What follows belongs to an exercise in optimizing a design on an open flow for small area, a short achievable clock period and few clock cycles; a production flow would make more cautious choices.
Where RTL was checked, it was by simulation tests only, not by an equivalence proof against the original.
No activity file was given, so power comes from the tool's default toggle rates.

==> v39: inputs <==
// tinyalu
module tinyalu (
    input  wire  [7:0] A,
    input  wire  [7:0] B,
    input  wire        clk,
    input  wire  [2:0] op,
    input  wire        reset_n,
    input  wire        start,
    output wire        done,
    output wire [15:0] result
);
==> module tinyalu, before the edit <==
module tinyalu (
    input  wire  [7:0] A,
    input  wire  [7:0] B,
    input  wire        clk,
    input  wire  [2:0] op,
    input  wire        reset_n,
    input  wire        start,
    output wire        done,
    output wire [15:0] result
);
  reg [15:0] acc;
  reg [2:0]  cnt;      
  reg        done_r;
  wire idle = (cnt == 3'd0);
  wire [7:0] x = idle ? B : acc[15:8];
  wire       m = idle | acc[0];
  wire [8:0] s = {1'b0, x} + {1'b0, A & {8{m}}};
  always @(posedge clk) begin
    if (!idle)
      acc <= {s, acc[7:1]};
    else if (op[2])
      acc <= {1'b0, A & {8{B[0]}}, B[7:1]};
    else if (!op[1])
      acc <= {7'h00, s};
    else if (op[0])
      acc <= {8'h00, A ^ B};
    else
      acc <= {8'h00, A & B};
  end
  always @(posedge clk or negedge reset_n) begin
    if (!reset_n) begin
      cnt    <= 3'd0;
      done_r <= 1'b0;
    end else if (!idle) begin
      cnt    <= cnt - 3'd1;
      done_r <= (cnt == 3'd1);
    end else begin
      cnt    <= (start && op[2] && !done_r) ? 3'd7 : 3'd0;
      done_r <= start && !op[2] && (op[1:0] != 2'b00) && !done_r;
    end
  end
  assign done   = done_r;
  assign result = acc;
endmodule
export LEC_CHECK = 0
export ABC_AREA = 1
export CAP_MARGIN = 20
export CORE_MARGIN = 2
export CORE_UTILIZATION = 40
export PLACE_DENSITY = 0.6
export SETUP_SLACK_MARGIN = 3.0
export SLEW_MARGIN = 20
create_clock -name core_clock -period 5.0 [get_ports {clk}]
standard.sh (not shown) runs the stock make flow with config.mk's settings and CLKGATE_MAP_FILE= SYNTH_SCRIPT=/design/flow/synth_recipe.tcl, a recipe that flattens the netlist after the stock synthesis.
==> flow/flow/run.sh <==
#!/bin/bash
# Layout flow: the standard ORFS flow (standard.sh, which runs the
# standard synthesis script) with two changes:
#  - the ports get plain buf_1 buffers instead of the delay cells that
#    buffer_ports picks by default;
#  - the half/full adder cells are added to the platform's don't-use list,
#    so that ABC maps the adders as ordinary gates.
# ORFS's own logs go to orfs/logs/; make's output goes to run_standard.log.
set -euo pipefail
export BUFFER_PORTS_ARGS="-buffer_cell sky130_fd_sc_hd__buf_1"
PLATFORM_DONT_USE="sky130_fd_sc_hd__probe_p_8 sky130_fd_sc_hd__probec_p_8 sky130_fd_sc_hd__lpflow_bleeder_1 sky130_fd_sc_hd__lpflow_clkbufkapwr_1 sky130_fd_sc_hd__lpflow_clkbufkapwr_16 sky130_fd_sc_hd__lpflow_clkbufkapwr_2 sky130_fd_sc_hd__lpflow_clkbufkapwr_4 sky130_fd_sc_hd__lpflow_clkbufkapwr_8 sky130_fd_sc_hd__lpflow_clkinvkapwr_1 sky130_fd_sc_hd__lpflow_clkinvkapwr_16 sky130_fd_sc_hd__lpflow_clkinvkapwr_2 sky130_fd_sc_hd__lpflow_clkinvkapwr_4 sky130_fd_sc_hd__lpflow_clkinvkapwr_8 sky130_fd_sc_hd__lpflow_decapkapwr_12 sky130_fd_sc_hd__lpflow_decapkapwr_3 sky130_fd_sc_hd__lpflow_decapkapwr_4 sky130_fd_sc_hd__lpflow_decapkapwr_6 sky130_fd_sc_hd__lpflow_decapkapwr_8 sky130_fd_sc_hd__lpflow_inputiso0n_1 sky130_fd_sc_hd__lpflow_inputiso0p_1 sky130_fd_sc_hd__lpflow_inputiso1n_1 sky130_fd_sc_hd__lpflow_inputiso1p_1 sky130_fd_sc_hd__lpflow_inputisolatch_1 sky130_fd_sc_hd__lpflow_isobufsrc_1 sky130_fd_sc_hd__lpflow_isobufsrc_16 sky130_fd_sc_hd__lpflow_isobufsrc_2 sky130_fd_sc_hd__lpflow_isobufsrc_4 sky130_fd_sc_hd__lpflow_isobufsrc_8 sky130_fd_sc_hd__lpflow_isobufsrckapwr_16 sky130_fd_sc_hd__lpflow_lsbuf_lh_hl_isowell_tap_1 sky130_fd_sc_hd__lpflow_lsbuf_lh_hl_isowell_tap_2 sky130_fd_sc_hd__lpflow_lsbuf_lh_hl_isowell_tap_4 sky130_fd_sc_hd__lpflow_lsbuf_lh_isowell_4 sky130_fd_sc_hd__lpflow_lsbuf_lh_isowell_tap_1 sky130_fd_sc_hd__lpflow_lsbuf_lh_isowell_tap_2 sky130_fd_sc_hd__lpflow_lsbuf_lh_isowell_tap_4 "
ADDERS="sky130_fd_sc_hd__ha_1 sky130_fd_sc_hd__ha_2 sky130_fd_sc_hd__ha_4 sky130_fd_sc_hd__fa_1 sky130_fd_sc_hd__fa_2 sky130_fd_sc_hd__fa_4"
bash standard.sh "DONT_USE_CELLS=$PLATFORM_DONT_USE $ADDERS" finish > run_standard.log 2>&1
==> v25 (differences from v39) <==
--- a/flow/design.v
+++ b/flow/design.v
@@ -14,6 +14,18 @@
   wire idle = (cnt == 3'd0);
   wire [7:0] x = idle ? B : acc[15:8];
-  wire       m = idle | acc[0];
-  wire [8:0] s = {1'b0, x} + {1'b0, A & {8{m}}};
+  wire [7:0] y = A & {8{idle | acc[0]}};
+  wire [7:0] p = x ^ y;
+  wire [7:0] g = x & y;
+  wire [7:0] g1 = {g[7] | (p[7] & g[6]), g[6], g[5] | (p[5] & g[4]), g[4],
+                   g[3] | (p[3] & g[2]), g[2], g[1] | (p[1] & g[0]), g[0]};
+  wire [7:0] p1 = {p[7] & p[6], p[6], p[5] & p[4], p[4],
+                   p[3] & p[2], p[2], p[1] & p[0], p[0]};
+  wire [7:0] g2 = {g1[7:6] | (p1[7:6] & {2{g1[5]}}), g1[5:4],
+                   g1[3:2] | (p1[3:2] & {2{g1[1]}}), g1[1:0]};
+  wire [7:0] p2 = {p1[7:6] & {2{p1[5]}}, p1[5:4],
+                   p1[3:2] & {2{p1[1]}}, p1[1:0]};
+  wire [7:0] g3 = {g2[7:4] | (p2[7:4] & {4{g2[3]}}), g2[3:0]};
+  wire [8:0] c  = {g3, 1'b0};
+  wire [8:0] s = {c[8], p ^ c[7:0]};
   always @(posedge clk) begin
     if (!idle)
@@ -24,7 +36,7 @@
       acc <= {7'h00, s};
     else if (op[0])
-      acc <= {8'h00, A ^ B};
+      acc <= {8'h00, p};
     else
-      acc <= {8'h00, A & B};
+      acc <= {8'h00, g};
   end
   always @(posedge clk or negedge reset_n) begin
==> flow/flow/run.sh (replaced) <==
#!/bin/bash
# Layout flow: the standard ORFS flow (standard.sh) with these changes:
#  - synthesis is synth_recipe.tcl (the standard synthesis script) with ABC
#    run on flow/abc.script, an area-oriented mapping (amap);
#  - the ports get plain buf_1 buffers instead of the delay cells that
#    buffer_ports picks by default;
#  - the half/full adder cells are added to the platform's don't-use list,
#    so that ABC maps the adders as ordinary gates.
# ORFS's own logs go to orfs/logs/; make's output goes to run_standard.log.
set -euo pipefail
HERE=$(pwd)
export FLOW_ABC_SCRIPT="$HERE/flow/abc.script"
export BUFFER_PORTS_ARGS="-buffer_cell sky130_fd_sc_hd__buf_1"
{ head -n 1 synth_recipe.tcl; cat flow/abc_override.tcl; tail -n +2 synth_recipe.tcl; } > synth_custom.tcl
PLATFORM_DONT_USE="sky130_fd_sc_hd__probe_p_8 sky130_fd_sc_hd__probec_p_8 sky130_fd_sc_hd__lpflow_bleeder_1 sky130_fd_sc_hd__lpflow_clkbufkapwr_1 sky130_fd_sc_hd__lpflow_clkbufkapwr_16 sky130_fd_sc_hd__lpflow_clkbufkapwr_2 sky130_fd_sc_hd__lpflow_clkbufkapwr_4 sky130_fd_sc_hd__lpflow_clkbufkapwr_8 sky130_fd_sc_hd__lpflow_clkinvkapwr_1 sky130_fd_sc_hd__lpflow_clkinvkapwr_16 sky130_fd_sc_hd__lpflow_clkinvkapwr_2 sky130_fd_sc_hd__lpflow_clkinvkapwr_4 sky130_fd_sc_hd__lpflow_clkinvkapwr_8 sky130_fd_sc_hd__lpflow_decapkapwr_12 sky130_fd_sc_hd__lpflow_decapkapwr_3 sky130_fd_sc_hd__lpflow_decapkapwr_4 sky130_fd_sc_hd__lpflow_decapkapwr_6 sky130_fd_sc_hd__lpflow_decapkapwr_8 sky130_fd_sc_hd__lpflow_inputiso0n_1 sky130_fd_sc_hd__lpflow_inputiso0p_1 sky130_fd_sc_hd__lpflow_inputiso1n_1 sky130_fd_sc_hd__lpflow_inputiso1p_1 sky130_fd_sc_hd__lpflow_inputisolatch_1 sky130_fd_sc_hd__lpflow_isobufsrc_1 sky130_fd_sc_hd__lpflow_isobufsrc_16 sky130_fd_sc_hd__lpflow_isobufsrc_2 sky130_fd_sc_hd__lpflow_isobufsrc_4 sky130_fd_sc_hd__lpflow_isobufsrc_8 sky130_fd_sc_hd__lpflow_isobufsrckapwr_16 sky130_fd_sc_hd__lpflow_lsbuf_lh_hl_isowell_tap_1 sky130_fd_sc_hd__lpflow_lsbuf_lh_hl_isowell_tap_2 sky130_fd_sc_hd__lpflow_lsbuf_lh_hl_isowell_tap_4 sky130_fd_sc_hd__lpflow_lsbuf_lh_isowell_4 sky130_fd_sc_hd__lpflow_lsbuf_lh_isowell_tap_1 sky130_fd_sc_hd__lpflow_lsbuf_lh_isowell_tap_2 sky130_fd_sc_hd__lpflow_lsbuf_lh_isowell_tap_4 "
ADDERS="sky130_fd_sc_hd__ha_1 sky130_fd_sc_hd__ha_2 sky130_fd_sc_hd__ha_4 sky130_fd_sc_hd__fa_1 sky130_fd_sc_hd__fa_2 sky130_fd_sc_hd__fa_4"
bash standard.sh "DONT_USE_CELLS=$PLATFORM_DONT_USE $ADDERS" "SYNTH_SCRIPT=$HERE/synth_custom.tcl" finish > run_standard.log 2>&1
==> flow/flow/abc.script (new file) <==
strash
dch
map -D 1300
topo
stime -c
buffer -c
upsize -c -D 1300
dnsize -c -D 1300
==> flow/flow/abc_override.tcl (new file) <==
# Run ABC with flow/abc.script instead of ORFS's abc_area/abc_speed script.
proc abc {args} {
  set i [lsearch -exact $args -script]
  if {$i >= 0} {
    set args [lreplace $args [expr {$i + 1}] [expr {$i + 1}] $::env(FLOW_ABC_SCRIPT)]
  }
  yosys abc {*}$args
}
--- a/flow/config.mk
+++ b/flow/config.mk
@@ -6,9 +6,9 @@
 export NUM_CORES = 4
 export LEC_CHECK = 0
-export ABC_AREA = 1
 export CAP_MARGIN = 20
 export CORE_MARGIN = 2
-export CORE_UTILIZATION = 40
-export PLACE_DENSITY = 0.6
-export SETUP_SLACK_MARGIN = 3.0
+export CORE_UTILIZATION = 65
+export CTS_BUF_LIST = sky130_fd_sc_hd__clkbuf_8
+export PLACE_DENSITY = 0.8
+export SETUP_SLACK_MARGIN = 2.7
 export SLEW_MARGIN = 20
==> v38 (differences from v39) <==
==> flow/design.v (replaced) <==
module single_cycle #(
    parameter integer W = 8
) (
    input  wire [W-1:0] x,
    input  wire [W-1:0] y,
    output wire [W:0]   sum
);
  localparam integer L = $clog2(W);
  wire [W*(L+1)-1:0] g;
  wire [W*(L+1)-1:0] p;
  assign g[W-1:0] = x & y;
  assign p[W-1:0] = x ^ y;
  genvar k, i;
  generate
    for (k = 0; k < L; k = k + 1) begin : level
      for (i = 0; i < W; i = i + 1) begin : bit_
        if ((i >> k) & 1) begin : merge
          localparam integer J = ((i >> k) << k) - 1;
          assign g[(k+1)*W + i] = g[k*W + i] | (p[k*W + i] & g[k*W + J]);
          assign p[(k+1)*W + i] = p[k*W + i] & p[k*W + J];
        end else begin : pass
          assign g[(k+1)*W + i] = g[k*W + i];
          assign p[(k+1)*W + i] = p[k*W + i];
        end
      end
    end
  endgenerate
  wire [W:0] c = {g[L*W +: W], 1'b0};
  assign sum = {c[W], p[W-1:0] ^ c[W-1:0]};
endmodule
module tinyalu (
    input  wire  [7:0] A,
    input  wire  [7:0] B,
    input  wire        clk,
    input  wire  [2:0] op,
    input  wire        reset_n,
    input  wire        start,
    output wire        done,
    output wire [15:0] result
);
  reg [15:0] acc;
  reg [2:0]  rem;      
  reg        done_r;
  wire idle = (rem == 3'd0);
  wire two  = (rem[2] | rem[1]) & ~(acc[1] & acc[0]);
  wire [7:0] x   = !idle ? acc[15:8] : (op[2] ? A & {8{B[0]}} : B);
  wire       mA  = idle ? ~op[2] : acc[0];
  wire       m2A = idle ? (op[2] & B[1]) : (two & acc[1]);
  wire [8:0] y   = ({1'b0, A} & {9{mA}}) | ({A, 1'b0} & {9{m2A}});
  wire [9:0] s;
  single_cycle #(.W(9)) add (.x({1'b0, x}), .y(y), .sum(s));
  always @(posedge clk) begin
    if (!idle)
      acc <= two ? {s, acc[7:2]} : {s[8:0], acc[7:1]};
    else if (op[2])
      acc <= {s, B[7:2]};
    else if (!op[1])
      acc <= {7'h00, s[8:0]};
    else if (op[0])
      acc <= {8'h00, A ^ B};
    else
      acc <= {8'h00, A & B};
  end
  wire [2:0] rem_next = rem - {1'b0, two, ~two};
  always @(posedge clk or negedge reset_n) begin
    if (!reset_n) begin
      rem    <= 3'd0;
      done_r <= 1'b0;
    end else if (!idle) begin
      rem    <= rem_next;
      done_r <= (rem_next == 3'd0);
    end else begin
      rem    <= (start && op[2] && !done_r) ? 3'd6 : 3'd0;
      done_r <= start && !op[2] && (op[1:0] != 2'b00) && !done_r;
    end
  end
  assign done   = done_r;
  assign result = acc;
endmodule
--- a/flow/config.mk
+++ b/flow/config.mk
@@ -11,4 +11,4 @@
 export CORE_UTILIZATION = 40
 export PLACE_DENSITY = 0.6
-export SETUP_SLACK_MARGIN = 3.0
+export SETUP_SLACK_MARGIN = 2.0
 export SLEW_MARGIN = 20
==> comparison <==
v38 produced a clean layout. v39 finished with timing, DRC and antenna clean. v25 never finished: it broke off in global routing.
Between v38 and v39, the lower clock skew is in v39 (gap 0.0067 ns).
Of v39 and v38, v39 has the higher non-clock buffer count (gap 20).
Of v39 and v38, v39 has the higher worst setup slack (gap 0.64 ns).
Flip-flop and latch count is the same in v39 and v38.
Of v39 and v38, v38 has the higher first-iteration DRC count (gap about 50%, measured against v38).
==> figures <==
metric	v39	v25	v38
Run status	complete, no violations	stopped before the end	complete, no violations
Last stage reached	-	global routing	-
Max-cap viol count	0	-	0
Maximum clock frequency	0.499 GHz	-	0.378 GHz
Cell internal power dissipation	0.941 mW	-	0.821 mW
Clock buf/inv share	0.0236	-	0.0330
Final Slew Violations	0	-	0
Fraction of post-synthesis cell area in the top cell type by area	0.191	0.224	0.249
Final setup violating endpoints	0	-	0
Power Sequential	0.313 mW	-	0.310 mW
Number of nets with antenna violations after detailed routing	0	-	0
Worst flop-to-flop path startpoint	cnt[1]	-	rem[2]
Testbench counts of v25, summed over its fixed seeds: cycles 44,915.
No functional check of the RTL was part of v39 and v38.

## static timing again, ports no longer ideal
No port has a modelled driver above. Below, the same layouts with a new extraction and two added sets of constraints.
Step 1 assumes that a clkbuf_16 drives the clock port and a buf_2 every other input.
Step 2, shift: input delay + t, output delay - t, t = (earliest + latest rising clock arrival at the registers) / 2. This alone moves slack from input paths to output paths.
Slacks: no drivers / after step 1 / after step 2; pairs: no drivers / after step 1.
run	shift t [ns]	setup slack, ns	worst setup path at the end	slew at the worst register clock pin (ns)
v39	0.289	2.997 / 2.999 / 2.709	input to register	0.08 / 0.08
v38	0.289	2.357 / 2.362 / 2.073	input to register	0.09 / 0.09
After both steps setup and hold are still met in every run listed. For v39, which loses most, drivers alone change the setup slack by +0.002 ns; drivers and shift together by -0.288 ns.
